Source: an optimization exercise on an open RTL-to-GDS flow (aim: small area and a short achievable clock period). Production flows keep margins and buffers that such runs may drop. Function was checked by simulation only, so behaviour that the tests miss may differ from the original. Power is estimated from default activity; no workload was simulated.

==> flow/design.v (outline; a module is shown in full before it is edited, if it fits) <==
// module alu: 988 lines
// module cpa: 137 lines
// module ltu: 3 lines
// module mulov: 62 lines
// module ovtab: 18 lines
// module sfx4: 6 lines
// module ao8: 3 lines
// module ovsel: 6 lines
// module mx2: 3 lines
// module omux: 3 lines
// module logic_unit: 14 lines
// module fa: 4 lines
// module ha: 4 lines
module alu #(
    parameter DATA_WIDTH = 32,
    parameter INST_WIDTH = 4
)(
    input                   i_clk,
    input                   i_rst_n,
    input  [DATA_WIDTH-1:0] i_data_a,
    input  [DATA_WIDTH-1:0] i_data_b,
    input  [INST_WIDTH-1:0] i_inst,
    input                   i_valid,
    output [DATA_WIDTH-1:0] o_data,
    output                  o_overflow,
    output                  o_valid
);
  // ...
==> flow/flow/run.sh <==
#!/bin/bash
# The standard ORFS layout (standard synthesis included), except that the
# port buffers are plain buffers (buf_4) rather than the delay cell that
# buffer_ports picks on its own; every port still gets its buffer.
set -uo pipefail
export BUFFER_PORTS_ARGS="-buffer_cell sky130_fd_sc_hd__buf_4"
bash standard.sh finish > flow_make.log 2>&1
status=$?
cp -r orfs/logs flow_logs 2>/dev/null || true
exit $status
==> flow/standard.sh <==
#!/bin/bash
# synth_recipe.tcl (not shown) runs the flow's synth.tcl, then flattens the netlist and writes it again
# the make line also repeats each setting of config.mk as NAME=value (left out here)
make -C /OpenROAD-flow-scripts/flow DESIGN_CONFIG=/design/flow/config.mk WORK_HOME=/design/flow/orfs CLKGATE_MAP_FILE= SYNTH_SCRIPT=/design/flow/synth_recipe.tcl "${@:-finish}"
==> flow/config.mk <==
export PLATFORM = sky130hd
export DESIGN_NAME = alu
export DESIGN_NICKNAME = alu
export VERILOG_FILES = /design/flow/design.v
export SDC_FILE = /design/flow/constraint.sdc
export NUM_CORES = 4
export LEC_CHECK = 0
export CAP_MARGIN = 20
export CORE_MARGIN = 2
export CORE_UTILIZATION = 45
export PLACE_DENSITY = 0.6
export SETUP_SLACK_MARGIN = 5
export SLEW_MARGIN = 20
export SYNTH_HIERARCHICAL = 1
export SYNTH_MINIMUM_KEEP_SIZE = 0
==> flow/constraint.sdc <==
create_clock -name core_clock -period 13.0 [get_ports {i_clk}]
set_input_delay 2.6000 -clock core_clock [delete_from_list [all_inputs] [get_ports {i_clk}]]
set_output_delay 2.6000 -clock core_clock [all_outputs]
set_load 0.01 [all_outputs]
==> notes.md, run 1 <==
Post-CTS Setup Bufs -> 0
CTS Sinks -> 108
worst rel slew slack -> 24.5%
Max Fanout on Critical Path -> 7
most frequent cells in the layout -> xnor2_1 (322), a22oi_1 (299), fa_1 (225)
syn_area_per_cell -> 9.80 um^2
Worst EP arrival -> 3.93 ns
internal power -> 1.52 mW
Die H -> 212 um
Max Cap Viol -> 0
DRT iter0 DRCs -> 1,786
synth cell count leaders -> xnor2_1 (322), a22oi_1 (299), fa_1 (225), ha_1 (125)
Inverters -> 55
P_seq -> 417 uW
Multi-Input Combinational -> 1,636
met2 Use GR -> 50.2%
bufs w/o clock -> 132
Post-synth EDFFs -> 0
sw frac -> 48.4%
outcome -> complete, no violations
largest net degree at the start of global routing -> 96
WP data required -> 10.40 ns
Synth Warn # -> 8
Clk pwr share -> 10.0%
CTS Buf Count -> 9
Worst-Margin Slew -> 1.13 ns
ys flop type -> dfrtp_1
M3 GR Usage -> 6.03%
Synth Instances -> 1,993
critical path depth -> 11
Power Density -> 142 mW/mm^2
grt total ovfl -> 0
CP Buf/Inv Count -> 2
leading area contributor after synthesis -> fa_1
DPL Wire Length -> 47,000 um
combinational group power -> 2.24 mW
most used cell, CP -> buf_4
# Taps -> 585
Top Usage Layer GRT -> met2
Biggest consumer -> combinational logic
==> run 2: changes to the inputs <==
--- a/flow/design.v
+++ b/flow/design.v
@@ -890,28 +890,26 @@
                   ge32, ge31,
                   a[31] ^ b[31],                             
                   (a[31] & b[0]) ^ (b[31] & a[0]),           
                   a[31] ^ b[31] ^ sub};                      
 reg [95:0] cs_r;
 reg        sub_r;
 reg [9:0]  ovi_r;
 reg        valid_r;
+always @(posedge i_clk) begin
+    cs_r  <= cs_w;
+    sub_r <= sub;
+    ovi_r <= ovi;
+end
 always @(posedge i_clk or negedge i_rst_n) begin
-    if (~i_rst_n) begin
-        cs_r    <= 96'd0;
-        sub_r   <= 1'b0;
-        ovi_r   <= 10'd0;
+    if (~i_rst_n)
         valid_r <= 1'b0;
-    end else begin
-        cs_r    <= cs_w;
-        sub_r   <= sub;
-        ovi_r   <= ovi;
+    else
         valid_r <= i_valid;
-    end
 end
 wire fs225, fc225;
 ha u_ha225 (.x(cs_r[4]), .y(cs_r[5]), .s(fs225), .c(fc225));
 wire fs226, fc226;
 ha u_ha226 (.x(cs_r[7]), .y(cs_r[8]), .s(fs226), .c(fc226));
 wire fs227, fc227;
 fa u_fa227 (.x(cs_r[11]), .y(cs_r[9]), .z(cs_r[10]), .s(fs227), .c(fc227));
 wire fs228, fc228;
@@ -977,18 +975,18 @@
 cpa u_cpa (.x(tr0), .y(tr1), .sub(sub_r), .s(s), .c31(c31), .p31(p31),
            .g31(g31), .q32(q32));
 wire [3:0] ovt;
 ovtab u_ovtab (.mul_s(ovi_r[9]), .mul_u(ovi_r[8]), .add(ovi_r[7]), .cout(ovi_r[6]),
                .bout(ovi_r[5]), .ge32(ovi_r[4]), .ge31(ovi_r[3]), .sneg(ovi_r[2]),
                .k32(ovi_r[1]), .x31(ovi_r[0]), .t(ovt));
 wire ov;
 ovsel u_ovsel (.t(ovt), .p31(p31), .g31(g31), .q32(q32), .c31(c31), .y(ov));
-assign o_data     = s;
-assign o_overflow = ov;
+assign o_data     = s & {32{valid_r}};
+assign o_overflow = ov & valid_r;
 assign o_valid    = valid_r;
 endmodule
 module cpa (
     input  [32:0] x, y,
     input         sub,
     output [31:0] s,
     output        c31, p31, g31, q32    
 );                                      
==> flow/flow/run.sh (replaced) <==
#!/bin/bash
# The standard ORFS layout (standard synthesis included), with two
# changes to how it is made:
#  - the port buffers are plain buffers (buf_4) rather than the delay cell
#    that buffer_ports picks on its own; every port still gets its buffer;
set -uo pipefail
MARGIN=5
export BUFFER_PORTS_ARGS="-buffer_cell sky130_fd_sc_hd__buf_4"
bash standard.sh SETUP_SLACK_MARGIN=$MARGIN finish > flow_make.log 2>&1
status=$?
cp -r orfs/logs flow_logs 2>/dev/null || true
exit $status
==> flow/config.mk (replaced) <==
export PLATFORM = sky130hd
export DESIGN_NAME = alu
export DESIGN_NICKNAME = alu
export VERILOG_FILES = /design/flow/design.v
export SDC_FILE = /design/flow/constraint.sdc
export NUM_CORES = 4
export LEC_CHECK = 0
export CAP_MARGIN = 20
export CORE_MARGIN = 2
export CORE_UTILIZATION = 45
export PLACE_DENSITY = 0.6
export SLEW_MARGIN = 20
export SYNTH_HIERARCHICAL = 1
export SYNTH_MINIMUM_KEEP_SIZE = 0
==> notes.md, run 2 <==
outcome -> complete, no violations (unchanged)
CTS Root Cell -> clkbuf_16 (unchanged)
met3 WL post-DR -> 6400 um (was 6730 um)
Power Density -> 134 mW/mm^2 (was 142 mW/mm^2)
Synth async-reset ratio -> 0.926% (was 100%)
placed inst area -> 0.0202 mm^2 (was 0.0204 mm^2)
most frequent cells in the layout -> xnor2_1 (322), a22oi_1 (271), fa_1 (225) (was xnor2_1 (322), a22oi_1 (299), fa_1 (225))
drt wl/cell -> 27.4 um (was 27.8 um)
Pre-Repair DR Iteration Count -> 6 (was 9)
Synth Instances -> 2,033 (was 1,993)
Via density -> 6.56 (was 6.60)
DP Worst Slack -> 6.12 ns (about the same)
Final ANT Viol Nets -> 0 (unchanged)
met2 wire length -> 32,200 um (was 32,000 um)
WS Path Type -> reg2out (unchanged)
Distinct cells, synth -> 81 (was 77)
area share of the largest cell type after synthesis -> 23.3% (was 23.1%)
max reg flops -> 96 (unchanged)
HP Class -> in2async (unchanged)
M1 WL -> 27,900 um (was 27,400 um)
num ports -> 105 (unchanged)
Max Cap Viol -> 0 (unchanged)
DRT Wirelength -> 69,300 um (was 70,500 um)
Synth area leaders -> fa_1 (23%), xnor2_1 (15%), dfxtp_1 (11%), a22oi_1 (11%), ha_1 (8.1%) (was fa_1 (23%), xnor2_1 (14%), dfrtp_1 (14%), a22oi_1 (11%), ha_1 (8.0%))
CTS tree -> yes (unchanged)
Layout fillers -> 4,006 (was 4,090)
die width -> 211 um (was 212 um)
CTS Buf Count -> 9 (unchanged)
Yosys reg bits -> 108 (unchanged)
PostCTS Resize Cnt -> 0 (unchanged)
DRC Markers -> 0 (unchanged)
Final Util -> 48.5% (was 48.2%)
fraction of layout cells with a size suffix above 1 -> 12.2% (was 12.3%)
via count -> 16,600 (was 16,700)
Worst-Margin Slew -> 1.03 ns (was 1.13 ns)
CTS clock-pin slew for the worst setup and hold paths -> 0.08 ns (was 0.07 ns)
fin crit share -> 52.8% (was 50.3%)
All-Layer GR Usage -> 31.7% (was 32.2%)
DPL Wire Length -> 47,200 um (was 47,000 um)
initial core utilization -> 45.9% (was 45.4%)
Slew Viols, Final -> 0 (unchanged)
Die ar. -> 0.0446 mm^2 (was 0.0451 mm^2)
biggest regs -> cs_r: 96 flops, ovi_r: 10 flops (unchanged)
Setup-failing EPs final -> 0 (unchanged)
synthesized cell area -> 0.0193 mm^2 (was 0.0195 mm^2)
Worst EP arrival -> 4.26 ns (was 3.93 ns)
post-route cell area -> 0.0205 mm^2 (was 0.0207 mm^2)
largest net degree at the start of global routing -> 75 (was 96)
Seq/Total Area, Yosys -> 11.2% (was 13.8%)
highest routed metal layer -> met5 (unchanged)
Post-CTS Setup Bufs -> 0 (unchanged)
Final #Nets -> 2,404 (was 2,363)
leak pwr -> 8.27 nW (was 8.63 nW)
leading area contributor after synthesis -> fa_1 (unchanged)
syn_area_per_cell -> 9.50 um^2 (was 9.80 um^2)
CTS Hold Bufs -> 0 (unchanged)
Max Freq -> 146 MHz (was 153 MHz)
most numerous cell in the Yosys netlist -> xnor2_1 (unchanged)
Post-synth EDFFs -> 0 (unchanged)
CP Capture Type -> output port (unchanged)
Max Fanout on Critical Path -> 7 (unchanged)
CP Launch Type -> flip-flop (unchanged)
commonest non-fill, non-tap cell in the layout -> xnor2_1 (unchanged)
Peak supply drop -> 0.0886 mV (was 0.0934 mV)
setup ws final -> 6.14 ns (was 6.47 ns)
Mapped Nets -> 2,454 (was 2,414)
worst rel slew slack -> 31.2% (was 24.5%)
WP data required -> 10.40 ns (about the same)
synth cell count leaders -> xnor2_1 (322), a22oi_1 (271), fa_1 (225), ha_1 (125), dfxtp_1 (107) (was xnor2_1 (322), a22oi_1 (299), fa_1 (225), ha_1 (125))
PortBufs -> 104 (unchanged)
ys flop type -> dfxtp_1 (was dfrtp_1)
first-pass GRT wire length -> 105,000 um (was 107,000 um)
initial antenna violation count -> 3 (was 1)
Fin. Hold Viols -> 0 (unchanged)
CTS max path bufs -> 2 (unchanged)
Synth Warn # -> 8 (unchanged)
htree depth -> 3 (unchanged)
setup tns final -> 0 ns (unchanged)
DRT iter0 DRCs -> 1,783 (was 1,786)
RSZ-0062 raised after global routing -> false (unchanged)
placer congestion estimate -> 0.943 (was 0.890)
Syn-to-layout area delta -> 5.88% (was 6.16%)
num rows -> 75 (was 76)
grt total ovfl -> 0 (unchanged)
core box area -> 0.0421 mm^2 (was 0.0430 mm^2)
CTS Sinks -> 108 (unchanged)
Most flops, register -> cs_r (unchanged)
crit path time final -> 6.86 ns (was 6.53 ns)
Die H -> 211 um (was 212 um)
vias in the first global route -> 16,800 (was 17,200)
run 2: power breakdown:
| group | total [mW] | internal (mW) | leakage (nW) | switching (mW) |
|---|---|---|---|---|
| Sequential | 0.414 | 0.385 | 0.889 | 0.0298 |
| Combinational | 2.04 | 0.925 | 7.24 | 1.12 |
| Clock | 0.277 | 0.147 | 0.135 | 0.130 |
| Total | 2.74 | 1.46 | 8.27 | 1.28 |
run 2: final timing paths:
kind / start / end / slack [ns]
min: i_rst_n / valid_r$_DFF_PN0_ / 2.00
max in group asynchronous: i_rst_n / valid_r$_DFF_PN0_ / 10.90
max: cs_r[15]$_DFF_P_ / o_overflow / 6.14
min in group core_clock: i_valid / valid_r$_DFF_PN0_ / 2.39
run 2: cell type report:
class                           count  area, um^2  area share [%]
Clock buffer                       11         233            1.14
Tap cell                          539         674            3.30
Inverter                           54         203           0.991
Sequential cell                   108        2170            10.6
Antenna cell                        1        2.50          0.0122
Clock inverter                      3        40.0           0.196
Timing Repair Buffer              137        1030            5.03
Multi-Input combinational cell   1673       16100            78.7
run 2: layer usage:
layer	vias to the layer above	GRT usage, %
met5	-	0
met4	4	13.7
met3	180	6.47
met2	966	50.8
met1	8285	41.4
li1	7124	-
run 2: metrics by stage:
| stage | total power, mW | std cells | hold WS [ns] |
|---|---|---|---|
| final | 2.74 | 2526 | 2.00 |
| after global routing | 3.02 | 2525 | 1.98 |
| after CTS | 2.76 | 2525 | 1.98 |
| after detailed placement | 2.47 | 2511 | 2.40 |
| after global placement | 2.43 | 2511 | 2.40 |
| after floorplan | 1.85 | 2033 | 2.30 |
run 2: cells by family after synthesis:
family / after synthesis / synth area share [%]
AND/OR/NAND/NOR: 436 / 12.2
AO/OA/AOI/OAI: 513 / 20.0
other: 1 / 0.0194
adder cells (fa/ha/maj): 350 / 31.4
multiplexers: 37 / 4.15
buffers and inverters: 252 / 5.69
flip-flops: 108 / 11.2
XOR/XNOR: 336 / 15.3
run 2: modules after synthesis (local to each module, per instance), a selection:
module  times used  cells  area, um^2
ovtab            1     21         136
ha              63      1        12.5
omux             2      1        22.5
ltu              1    108         777
cpa              1    127         913
sfx4             8      4        27.5
fa             225      1        20.0
alu              1   1224        9730
run 2: worst max-delay path, cell delays in order, from the launching register on:
cell,delay (ns)
dfxtp_1,0.32
fa_1,0.47
ha_1,0.36
nand3_1,0.12
a211oi_1,0.31
nor3_2,0.15
o31ai_4,0.54
a31oi_1,0.32
o21bai_1,0.64
mux2_4,0.35
and2_1,0.15
buf_4,0.14
==> run 3: changes to the inputs <==
--- a/flow/flow/run.sh
+++ b/flow/flow/run.sh
@@ -4,7 +4,7 @@
 #  - the port buffers are plain buffers (buf_4) rather than the delay cell
 #    that buffer_ports picks on its own; every port still gets its buffer;
 set -uo pipefail
-MARGIN=5
+MARGIN=7.5
 export BUFFER_PORTS_ARGS="-buffer_cell sky130_fd_sc_hd__buf_4"
 bash standard.sh SETUP_SLACK_MARGIN=$MARGIN finish > flow_make.log 2>&1
 status=$?
==> notes.md, run 3 <==
Max Cap Viol -> 0 (unchanged)
initial core utilization -> 45.9% (unchanged)
WP data required -> 10.40 ns (about the same)
initial antenna violation count -> 0 (was 3)
WS Path Type -> reg2out (unchanged)
Max Freq -> 161 MHz (was 146 MHz)
Synth Area in Simple Gates -> 12.2% (unchanged)
Setup crit end -> o_overflow (unchanged)
Final ANT Viol Nets -> 0 (unchanged)
via count -> 17,600 (was 16,600)
DP Worst Slack -> 6.06 ns (was 6.12 ns)
synth cell count leaders -> xnor2_1 (322), a22oi_1 (271), fa_1 (225), ha_1 (125), dfxtp_1 (107) (unchanged)
Most flops, register -> cs_r (unchanged)
post-synthesis mux area share -> 4.15% (unchanged)
Slew Viols, Final -> 0 (unchanged)
grt total ovfl -> 0 (unchanged)
leak pwr -> 9.59 nW (was 8.27 nW)
CTS Hold Bufs -> 0 (unchanged)
Max Fanout on Critical Path -> 4 (was 7)
HP Class -> in2async (unchanged)
commonest non-fill, non-tap cell in the layout -> xnor2_1 (unchanged)
DRT iter0 DRCs -> 1,957 (was 1,783)
Pre-Repair DR Iteration Count -> 8 (was 6)
Seq/Total Area, Yosys -> 11.2% (unchanged)
most frequent cells in the layout -> xnor2_1 (294), a22oi_1 (219), fa_1 (165) (was xnor2_1 (322), a22oi_1 (271), fa_1 (225))
fin crit share -> 47.8% (was 52.8%)
Fin. Hold Viols -> 0 (unchanged)
CTS tree -> yes (unchanged)
Synth Warn # -> 8 (unchanged)
Peak supply drop -> 0.0722 mV (was 0.0886 mV)
biggest regs -> cs_r: 96 flops, ovi_r: 10 flops (unchanged)
die width -> 211 um (unchanged)
Die H -> 211 um (unchanged)
most numerous cell in the Yosys netlist -> xnor2_1 (unchanged)
CP Launch Type -> flip-flop (unchanged)
drt wl/cell -> 28.2 um (was 27.4 um)
vias in the first global route -> 17,700 (was 16,800)
CTS max path bufs -> 2 (unchanged)
Power Density -> 127 mW/mm^2 (was 134 mW/mm^2)
DRC Markers -> 0 (unchanged)
setup tns final -> 0 ns (unchanged)
num rows -> 75 (unchanged)
placed inst area -> 0.0205 mm^2 (was 0.0202 mm^2)
Die ar. -> 0.0446 mm^2 (unchanged)
setup ws final -> 6.79 ns (was 6.14 ns)
DRT Wirelength -> 74,900 um (was 69,300 um)
Synth area leaders -> fa_1 (23%), xnor2_1 (15%), dfxtp_1 (11%), a22oi_1 (11%), ha_1 (8.1%) (unchanged)
RSZ-0062 raised after global routing -> true (was false)
Final #Nets -> 2,534 (was 2,404)
num ports -> 105 (unchanged)
ys flop type -> dfxtp_1 (unchanged)
main combinational cell family by area after synthesis -> adder cells (unchanged)
Synth async-reset ratio -> 0.926% (unchanged)
All-Layer GR Usage -> 33.5% (was 31.7%)
Worst EP arrival -> 3.61 ns (was 4.26 ns)
CTS Sinks -> 108 (unchanged)
largest net degree at the start of global routing -> 49 (was 75)
htree depth -> 3 (unchanged)
area share of the largest cell type after synthesis -> 23.3% (unchanged)
CP Capture Type -> output port (unchanged)
Via density -> 6.62 (was 6.56)
first-pass GRT wire length -> 111,000 um (was 105,000 um)
compound-cell area share of the yosys netlist -> 20.0% (unchanged)
Inserted Diodes -> 0 (was 1)
core box area -> 0.0421 mm^2 (unchanged)
PortBufs -> 104 (unchanged)
placer congestion estimate -> 0.915 (was 0.943)
synthesized cell area -> 0.0193 mm^2 (unchanged)
Syn-to-layout area delta -> 25.1% (was 5.88%)
Worst-Margin Slew -> 1.04 ns (was 1.03 ns)
worst rel slew slack -> 30.6% (was 31.2%)
outcome -> complete, no violations (unchanged)
XOR/XNOR Fraction of Synth Area -> 15.3% (unchanged)
Setup-failing EPs final -> 0 (unchanged)
Mapped Nets -> 2,454 (unchanged)
Synth Area in Adders -> 31.4% (unchanged)
syn_area_per_cell -> 9.50 um^2 (unchanged)
max reg flops -> 96 (unchanged)
fraction of layout cells with a size suffix above 1 -> 30.0% (was 12.2%)
CTS clock-pin slew for the worst setup and hold paths -> 0.08 ns (about the same)
Distinct cells, synth -> 81 (unchanged)
Synth Instances -> 2,033 (unchanged)
CTS Buf Count -> 9 (unchanged)
leading area contributor after synthesis -> fa_1 (unchanged)
DPL Wire Length -> 47,400 um (was 47,200 um)
Yosys reg bits -> 108 (unchanged)
post-route cell area -> 0.0242 mm^2 (was 0.0205 mm^2)
CTS Root Cell -> clkbuf_16 (unchanged)
crit path time final -> 6.21 ns (was 6.86 ns)
Post-synth EDFFs -> 0 (unchanged)
CP startpoint -> cs_r[17]$_DFF_P_ (was cs_r[15]$_DFF_P_)
run 3: logic make-up (layout without fill, tap and decap cells):
family / Yosys count / in the layout
xor+xnor: 336 / 336
flops: 108 / 108
mux: 37 / 37
fa+ha+maj: 350 / 350
buf+inv: 252 / 335
compound gates: 513 / 513
simple gates: 436 / 438
other cells: 1 / 1
run 3: modules after synthesis, one instance, submodules excluded, a selection:
module      times used  cells
alu                  1   1224
logic_unit           1     79
ltu                  1    108
ovtab                1     21
sfx4                 8      4
fa                 225      1
mx2                  1      1
ha                  63      1
run 3: stage by stage:
stage               std cells  hold WS (ns)  util (%)  power [mW]
detailed placement       2507          2.38      48.7        2.53
finish                   2657          1.98      57.4        3.08
floorplan                2033          2.30         -        1.92
global placement         2507          2.37      48.7        2.48
CTS                      2632          1.97      55.4        3.00
global route             2657          1.98      57.4        3.35
run 3: timing repair:
item / in CTS / in global routing
setup endpoints to repair: 99 / 92
resized for setup: 278 / 121
gates cloned: 17 / 1
pin swaps: 115 / 107
buffers inserted: 92 / 24
run 3: area by class of cell:
class	count	area (um^2)
Clock buffer	9	225
Clock inverter	7	78.8
Fill cell	3531	18000
Inverter	54	338
Multi-Input combinational cell	1675	17600
Sequential cell	108	2170
Tap cell	539	674
Timing Repair Buffer	262	3020
Timing Repair inverter	3	26.3
run 3: worst max-delay path, stage by stage (launching register included):
cell      delay [ns]
dfxtp_2         0.33
fa_1            0.52
ha_4            0.32
nand3_4         0.10
a211oi_2        0.21
nor3_2          0.07
buf_4           0.16
o31ai_4         0.23
buf_6           0.17
buf_12          0.11
a31oi_4         0.12
o21bai_4        0.27
mux2_4          0.33
and2_1          0.16
buf_4           0.14
run 3: worst min-delay path by stage:
stage / startpoint / endpoint / slack [ns] / depth (start not counted)
CTS: i_rst_n / valid_r$_DFF_PN0_ / 1.97 / 1
floorplan: i_rst_n / valid_r$_DFF_PN0_ / 2.30 / 0
global placement: i_rst_n / valid_r$_DFF_PN0_ / 2.37 / 1
finish: i_rst_n / valid_r$_DFF_PN0_ / 1.98 / 1
global route: i_rst_n / valid_r$_DFF_PN0_ / 1.98 / 1
detailed placement: i_rst_n / valid_r$_DFF_PN0_ / 2.38 / 1
run 3: metal layers:
metal | part of all wire (%) | vias to the layer above | track usage (%)
met5 | 0 | - | 0
met4 | 5.4 | 0 | 17.2
met3 | 10 | 252 | 7.52
met1 | 38 | 8801 | 42.5
li1 | - | 7416 | -
met2 | 46 | 1108 | 53.8
run 3: power by group:
part / internal [mW] / total, mW / switching [mW]
logic: 1.14 / 2.37 / 1.22
registers: 0.385 / 0.417 / 0.0322
clock network: 0.153 / 0.298 / 0.145
total: 1.68 / 3.08 / 1.40
==> run 4: changes to the inputs <==
--- a/flow/flow/run.sh
+++ b/flow/flow/run.sh
@@ -4,7 +4,7 @@
 #  - the port buffers are plain buffers (buf_4) rather than the delay cell
 #    that buffer_ports picks on its own; every port still gets its buffer;
 set -uo pipefail
-MARGIN=7.5
+MARGIN=6.5
 export BUFFER_PORTS_ARGS="-buffer_cell sky130_fd_sc_hd__buf_4"
 bash standard.sh SETUP_SLACK_MARGIN=$MARGIN finish > flow_make.log 2>&1
 status=$?
==> notes.md, run 4 <==
CTS Hold Bufs -> 0 (unchanged)
initial antenna violation count -> 3 (was 0)
placed insts -> 2,511 (was 2,507)
sequential cell area -> 0.00217 mm^2 (about the same)
Max Cap Viol -> 0 (unchanged)
Die H -> 211 um (unchanged)
CTS Sinks -> 108 (unchanged)
syn_area_per_cell -> 9.50 um^2 (unchanged)
Synth area leaders -> fa_1 (23%), xnor2_1 (15%), dfxtp_1 (11%), a22oi_1 (11%), ha_1 (8.1%) (unchanged)
CTS clock-pin slew for the worst setup and hold paths -> 0.08 ns (about the same)
grt total ovfl -> 0 (unchanged)
Layout fillers -> 3,993 (was 3,531)
Worst EP arrival -> 6.65 ns (was 3.61 ns)
Yosys reg bits -> 108 (unchanged)
DRT Wirelength -> 69,400 um (was 74,900 um)
CTS tree -> yes (unchanged)
post-route cell area -> 0.0206 mm^2 (was 0.0242 mm^2)
Die ar. -> 0.0446 mm^2 (unchanged)
worst rel slew slack -> 31.3% (was 30.6%)
PortBufs -> 104 (unchanged)
synthesized cell area -> 0.0193 mm^2 (unchanged)
HP Class -> in2async (unchanged)
WP data required -> 13.28 ns (was 10.40 ns)
max reg flops -> 96 (unchanged)
fraction of layout cells with a size suffix above 1 -> 12.6% (was 30.0%)
DRC Markers -> 0 (unchanged)
multi-input combinational cell area -> 0.0162 mm^2 (was 0.0176 mm^2)
Peak supply drop -> 0.0887 mV (was 0.0722 mV)
Synth Warn # -> 8 (unchanged)
non-filler instance count after layout -> 2,529 (was 2,657)
most frequent cells in the layout -> xnor2_1 (322), a22oi_1 (271), fa_1 (225) (was xnor2_1 (294), a22oi_1 (219), fa_1 (165))
CTS Root Cell -> clkbuf_16 (unchanged)
Worst-Margin Slew -> 1.03 ns (was 1.04 ns)
Distinct cells, synth -> 81 (unchanged)
setup tns final -> 0 ns (unchanged)
Mapped Nets -> 2,454 (unchanged)
vias in the first global route -> 16,800 (was 17,700)
core box area -> 0.0421 mm^2 (unchanged)
DRT iter0 DRCs -> 1,732 (was 1,957)
Max Freq -> 157 MHz (was 161 MHz)
Post-synth EDFFs -> 0 (unchanged)
DPL Wire Length -> 47,200 um (was 47,400 um)
Final #Nets -> 2,407 (was 2,534)
area share of the largest cell type after synthesis -> 23.3% (unchanged)
commonest non-fill, non-tap cell in the layout -> xnor2_1 (unchanged)
CP Capture Type -> flip-flop (was output port)
htree depth -> 3 (unchanged)
Synth Instances -> 2,033 (unchanged)
placer congestion estimate -> 0.943 (was 0.915)
drt wl/cell -> 27.5 um (was 28.2 um)
All-Layer GR Usage -> 31.7% (was 33.5%)
ys flop type -> dfxtp_1 (unchanged)
num rows -> 75 (unchanged)
WS Path Type -> in2reg (was reg2out)
Max Fanout on Critical Path -> 27 (was 4)
Final ANT Viol Nets -> 0 (unchanged)
most numerous cell in the Yosys netlist -> xnor2_1 (unchanged)
CTS Buf Count -> 9 (unchanged)
Fin. Hold Viols -> 0 (unchanged)
Most flops, register -> cs_r (unchanged)
initial core utilization -> 45.9% (unchanged)
outcome -> complete, no violations (unchanged)
first-pass GRT wire length -> 105,000 um (was 111,000 um)
largest net degree at the start of global routing -> 75 (was 49)
hold_ws -> 2.00 ns (was 1.98 ns)
crit path time final -> 6.37 ns (was 6.21 ns)
num ports -> 105 (unchanged)
Via density -> 6.54 (was 6.62)
Slew Viols, Final -> 0 (unchanged)
Seq/Total Area, Yosys -> 11.2% (unchanged)
Pre-Repair DR Iteration Count -> 6 (was 8)
Power Density -> 133 mW/mm^2 (was 127 mW/mm^2)
Synth async-reset ratio -> 0.926% (unchanged)
RSZ-0062 raised after global routing -> true (unchanged)
placed inst area -> 0.0202 mm^2 (was 0.0205 mm^2)
biggest regs -> cs_r: 96 flops, ovi_r: 10 flops (unchanged)
Syn-to-layout area delta -> 6.44% (was 25.1%)
synth cell count leaders -> xnor2_1 (322), a22oi_1 (271), fa_1 (225), ha_1 (125), dfxtp_1 (107) (unchanged)
Setup-failing EPs final -> 0 (unchanged)
CP Launch Type -> input pin (was flip-flop)
via count -> 16,500 (was 17,600)
fin crit share -> 49.0% (was 47.8%)
leading area contributor after synthesis -> fa_1 (unchanged)
CTS max path bufs -> 2 (unchanged)
die width -> 211 um (unchanged)
leak pwr -> 8.31 nW (was 9.59 nW)
==> run 4: cell counts after synthesis <==
No cell type changed its count.
==> run 4: worst max path at each step <==
stage,startpoint,to,slack [ns],cells after the start
CTS,cs_r[9]$_DFF_P_,o_data[22],6.45,14
global route,cs_r[15]$_DFF_P_,o_data[30],6.44,15
detailed placement,i_inst[2],ovi_r[3]$_DFF_P_,6.12,10
global placement,i_inst[2],ovi_r[3]$_DFF_P_,6.12,10
floorplan,i_data_b[1],cs_r[91]$_DFF_P_,6.82,11
finish,i_data_b[5],cs_r[95]$_DFF_P_,6.63,11
==> run 4: final cells by class <==
class | instances | share of cell area (%)
clock buffers | 11 | 1.13
repair buffers | 140 | 5.29
well taps | 539 | 3.28
inverters | 54 | 0.986
flip-flops and latches | 108 | 10.5
multi-input cells | 1673 | 78.6
clock inverters | 3 | 0.195
diodes | 1 | 0.0122
==> run 4: critical path, cell delays in order <==
cell and delay [ns]:
buf_4 0.17, ha_1 0.20, nand2b_1 0.17, inv_2 0.64
xnor2_1 0.22, fa_1 0.55, fa_1 0.57, fa_1 0.45
fa_1 0.44, fa_1 0.44, and2_1 0.14
==> run 4: per-module statistics from Yosys (local to each module, per instance) <==
module | cell area (um^2) | cells inside | flops+latches | copies in the design
cpa | 913 | 127 | 0 | 1
ha | 12.5 | 1 | 0 | 63
ao8 | 36.3 | 5 | 0 | 8
mx2 | 15.0 | 1 | 0 | 1
omux | 22.5 | 1 | 0 | 2
fa | 20.0 | 1 | 0 | 225
ovtab | 136 | 21 | 0 | 1
alu | 9730 | 1224 | 108 | 1
sfx4 | 27.5 | 4 | 0 | 8
ovsel | 27.5 | 4 | 0 | 1
ltu | 777 | 108 | 0 | 1
mulov | 825 | 107 | 0 | 1
logic_unit | 1050 | 79 | 0 | 1
==> run 4: routing by layer <==
| metal | routed length (um) | share of wire [%] | vias to the layer above | GRT usage [%] |
|---|---|---|---|---|
| li1 | - | - | 7136 | - |
| met3 | 6280 | 9.0 | 186 | 6.47 |
| met4 | 2820 | 4.1 | 4 | 13.8 |
| met5 | 24 | 0.035 | - | 0 |
| met2 | 32200 | 46 | 926 | 50.9 |
| met1 | 28100 | 40 | 8281 | 41.5 |
==> run 4: power breakdown <==
group          internal [mW]  switching, mW
Clock                  0.147          0.129
Sequential             0.385         0.0299
Combinational          0.927           1.12
==> run 4: kinds of logic (layout without fill, tap and decap cells) <==
logic type               count (synthesis)  after routing  synth area share [%]
buffers and inverters                  252            208                  5.69
flip-flops                             108            108                  11.2
adder cells (fa/ha/maj)                350            350                  31.4
other                                    1              2                0.0194
AO/OA/AOI/OAI                          513            513                  20.0
XOR/XNOR                               336            336                  15.3
multiplexers                            37             37                  4.15
AND/OR/NAND/NOR                        436            436                  12.2
==> run 4: stage by stage <==
step	power (mW)	util (%)	setup WS [ns]
floorplan	1.85	-	6.82
finish	2.74	48.8	6.63
detailed placement	2.47	47.9	6.12
global route	3.03	48.8	6.44
CTS	2.76	48.6	6.45
global placement	2.43	47.9	6.12
==> run 4: repair_timing <==
item | in CTS | in global routing
pin swaps | 2 | 2
resized for setup | 5 | 8
endpoints found under the setup margin | 5 | 49
buffers inserted | 1 | 2
==> run 5: changes to the inputs <==
--- a/flow/flow/run.sh
+++ b/flow/flow/run.sh
@@ -4,7 +4,7 @@
 #  - the port buffers are plain buffers (buf_4) rather than the delay cell
 #    that buffer_ports picks on its own; every port still gets its buffer;
 set -uo pipefail
-MARGIN=6.5
+MARGIN=7
 export BUFFER_PORTS_ARGS="-buffer_cell sky130_fd_sc_hd__buf_4"
 bash standard.sh SETUP_SLACK_MARGIN=$MARGIN finish > flow_make.log 2>&1
 status=$?
==> notes.md, run 5 <==
biggest regs -> cs_r: 96 flops, ovi_r: 10 flops (unchanged)
leading area contributor after synthesis -> fa_1 (unchanged)
first-pass GRT wire length -> 106,000 um (was 105,000 um)
DRT Wirelength -> 70,200 um (was 69,400 um)
DRT iter0 DRCs -> 1,788 (was 1,732)
commonest non-fill, non-tap cell in the layout -> xnor2_1 (unchanged)
leak pwr -> 8.57 nW (was 8.31 nW)
Worst EP arrival -> 3.59 ns (was 6.65 ns)
CP Capture Type -> output port (was flip-flop)
Die H -> 211 um (unchanged)
CTS clock-pin slew for the worst setup and hold paths -> 0.08 ns (about the same)
initial antenna violation count -> 0 (was 3)
Slew Viols, Final -> 0 (unchanged)
Final Util -> 51.2% (was 48.8%)
HP Class -> in2async (unchanged)
hold_ws -> 1.97 ns (was 2.00 ns)
Synth Area in Adders -> 31.4% (unchanged)
Worst-Margin Slew -> 1.07 ns (was 1.03 ns)
post-synthesis mux area share -> 4.15% (unchanged)
Synth Instances -> 2,033 (unchanged)
CTS Root Cell -> clkbuf_16 (unchanged)
ys flop type -> dfxtp_1 (unchanged)
DRC Markers -> 0 (unchanged)
Inserted Diodes -> 0 (was 1)
num ports -> 105 (unchanged)
core box area -> 0.0421 mm^2 (unchanged)
syn_area_per_cell -> 9.50 um^2 (unchanged)
Synth area leaders -> fa_1 (23%), xnor2_1 (15%), dfxtp_1 (11%), a22oi_1 (11%), ha_1 (8.1%) (unchanged)
WS Path Type -> reg2out (was in2reg)
Syn-to-layout area delta -> 11.6% (was 6.44%)
compound-cell area share of the yosys netlist -> 20.0% (unchanged)
vias in the first global route -> 17,200 (was 16,800)
most frequent cells in the layout -> xnor2_1 (318), a22oi_1 (265), fa_1 (220) (was xnor2_1 (322), a22oi_1 (271), fa_1 (225))
CP Launch Type -> flip-flop (was input pin)
grt total ovfl -> 0 (unchanged)
Yosys reg bits -> 108 (unchanged)
Peak supply drop -> 0.0879 mV (was 0.0887 mV)
Mapped Nets -> 2,454 (unchanged)
Via density -> 6.59 (was 6.54)
CTS Buf Count -> 9 (unchanged)
Slowest Stage Delay on Critical Path -> 0.51 ns (was 0.64 ns)
worst rel slew slack -> 28.4% (was 31.3%)
crit path time final -> 6.19 ns (was 6.37 ns)
outcome -> complete, no violations (unchanged)
largest net degree at the start of global routing -> 96 (was 75)
DP Worst Slack -> 5.98 ns (was 6.12 ns)
Power Density -> 132 mW/mm^2 (was 133 mW/mm^2)
drt wl/cell -> 27.5 um (about the same)
Layout fillers -> 3,868 (was 3,993)
Synth Area in Simple Gates -> 12.2% (unchanged)
Pre-Repair DR Iteration Count -> 6 (unchanged)
Synth async-reset ratio -> 0.926% (unchanged)
die width -> 211 um (unchanged)
Max Fanout on Critical Path -> 4 (was 27)
most numerous cell in the Yosys netlist -> xnor2_1 (unchanged)
CP Buf/Inv Count -> 3 (was 2)
Setup-failing EPs final -> 0 (unchanged)
setup ws final -> 6.81 ns (was 6.63 ns)
Slowest cell on crit path -> fa_1 (was inv_2)
DPL Wire Length -> 45,800 um (was 47,200 um)
placer congestion estimate -> 0.911 (was 0.943)
Most flops, register -> cs_r (unchanged)
CTS Sinks -> 108 (unchanged)
Post-synth EDFFs -> 0 (unchanged)
synthesized cell area -> 0.0193 mm^2 (unchanged)
Final #Nets -> 2,432 (was 2,407)
RSZ-0062 raised after global routing -> true (unchanged)
CP startpoint -> cs_r[11]$_DFF_P_ (was i_data_b[5])
initial core utilization -> 45.9% (unchanged)
fin crit share -> 47.6% (was 49.0%)
worst-path cell chain -> fa_1, ha_4, a21o_1, nor3b_4, nor3_2, buf_4, o31ai_4, buf_12, nand4_1, a31oi_4, ha_4, nor2_1, xnor2_1, and2_4, buf_6 (was buf_4, ha_1, nand2b_1, inv_2, xnor2_1, fa_1, fa_1, fa_1, fa_1, fa_1, and2_1)
most used cell, CP -> ha_4 (was fa_1)
Synth Warn # -> 8 (unchanged)
Max Cap Viol -> 0 (unchanged)
via count -> 16,900 (was 16,500)
Final ANT Viol Nets -> 0 (unchanged)
fraction of layout cells with a size suffix above 1 -> 16.9% (was 12.6%)
max reg flops -> 96 (unchanged)
Max Freq -> 162 MHz (was 157 MHz)
delay-heaviest family, CP -> adder cells (unchanged)
Seq/Total Area, Yosys -> 11.2% (unchanged)
num rows -> 75 (unchanged)
Distinct cells, synth -> 81 (unchanged)
area share of the largest cell type after synthesis -> 23.3% (unchanged)
CTS max path bufs -> 2 (unchanged)
htree depth -> 3 (unchanged)
main combinational cell family by area after synthesis -> adder cells (unchanged)
Die ar. -> 0.0446 mm^2 (unchanged)
PortBufs -> 104 (unchanged)
synth cell count leaders -> xnor2_1 (322), a22oi_1 (271), fa_1 (225), ha_1 (125), dfxtp_1 (107) (unchanged)
All-Layer GR Usage -> 31.8% (was 31.7%)
WP data required -> 10.40 ns (was 13.28 ns)
Fin. Hold Viols -> 0 (unchanged)
CTS tree -> yes (unchanged)
setup tns final -> 0 ns (unchanged)
XOR/XNOR Fraction of Synth Area -> 15.3% (unchanged)
==> run 5: changes by cell type in the layout (fill, tap and decap cells not counted), moves of 6 or more <==
cell,before,now
buf_4,135,126
buf_12,2,10
ha_4,0,16
a22oi_1,271,265
buf_6,3,17
a22oi_2,0,6
ha_1,125,104
buf_8,0,6
==> run 5: area by class of cell <==
class                      instances  area, um^2  share of cell area (%)
tap                              539         674                    3.13
timing repair buffer             164        1530                    7.12
multi-input combinational       1674       16600                    77.0
inverter                          54         272                    1.26
clock inverter                     6        70.1                   0.325
sequential                       108        2170                    10.1
clock buffer                      10         239                    1.11
==> run 5: per-module statistics from Yosys, one instance, submodules excluded <==
module,flip-flops and latches,cells,copies in the design
alu,108,1224,1
ao8,0,5,8
cpa,0,127,1
fa,0,1,225
ha,0,1,63
logic_unit,0,79,1
ltu,0,108,1
mulov,0,107,1
mx2,0,1,1
omux,0,1,2
ovsel,0,4,1
ovtab,0,21,1
sfx4,0,4,8
==> run 5: path summary, 6_finish.rpt <==
kind	slack, ns	depth (start not counted)	end
setup / recovery	6.81	15	o_data[30]
hold / removal	1.97	1	valid_r$_DFF_PN0_
max in group asynchronous	10.94	1	valid_r$_DFF_PN0_
min in group core_clock	2.38	1	valid_r$_DFF_PN0_
==> run 5: layer usage <==
layer  wire [um]  vias up  GRT usage (%)
li1            -     7195              -
met1       28300     8503           41.8
met2       32300      939           50.3
met3        6140      213           5.46
met4        3410        0           16.5
met5           0        -              0
==> run 5: where the power goes <==
| group | switching [mW] | total (mW) | internal [mW] |
|---|---|---|---|
| clock | 0.146 | 0.303 | 0.156 |
| combinational | 1.15 | 2.14 | 0.990 |
| sequential | 0.0315 | 0.416 | 0.385 |
==> run 5: repair_timing <==
action / CTS / global route
hold buffers: 0 / 0
buffers inserted: 21 / 7
resized for setup: 91 / 58
gates cloned: 0 / 4
pin swaps: 29 / 18
setup endpoints to repair: 82 / 58
==> run 5: cells by family (layout without fill, tap and decap cells) <==
| family | count (synthesis) | in the layout |
|---|---|---|
| flip-flops | 108 | 108 |
| adder cells (fa/ha/maj) | 350 | 350 |
| AND/OR/NAND/NOR | 436 | 437 |
| XOR/XNOR | 336 | 336 |
| AO/OA/AOI/OAI | 513 | 513 |
| buffers and inverters | 252 | 234 |
| other | 1 | 1 |
| multiplexers | 37 | 37 |
==> run 5: per-stage QoR <==
step	cell area [um^2]	cells	total power, mW
6_report	21600	2555	2.86
5_1_grt	21600	2555	3.13
4_1_cts	21100	2544	2.83
3_5_place_dp	20200	2507	2.46
2_1_floorplan	19400	2033	1.85
3_3_place_gp	20200	2507	2.43

## separate check: timing with driven ports
Ports are ideal in the flow. The routed layouts listed here were re-timed in OpenROAD.
Step 1: set_driving_cell puts a clkbuf_16 on i_clk and a buf_2 on each other input, an assumption about the parent block.
Step 2 adds t to the input delays and takes it off the output delays; t is the mean of the earliest and latest rising clock arrival at the registers after step 1. Input paths then give back, and output paths get back, about the clock's delay inside the block.
Slacks: ideal / step 1 / step 2; pairs: ideal / step 1.
run | t, ns | setup WS [ns] | hold WS [ns] | worst slew at a driven data input, ns
run 1 | 0.444 | 6.466 / 6.411 / 6.058 | 2.239 / 2.216 / 2.660 | 0.07
run 2 | 0.429 | 6.137 / 6.087 / 6.083 | 1.998 / 1.977 / 2.406 | 0.10
run 3 | 0.422 | 6.787 / 6.737 / 6.612 | 1.984 / 1.963 / 2.385 | 0.22
run 4 | 0.427 | 6.632 / 6.631 / 6.223 | 2.001 / 1.982 / 2.409 | 0.09
run 5 | 0.440 | 6.814 / 6.764 / 6.629 | 1.970 / 1.964 / 2.403 | 0.17
After both steps every run listed still meets setup and hold. The setup slack of run 4, which loses most, moves by -0.001 ns with the drivers and by -0.409 ns with both steps.
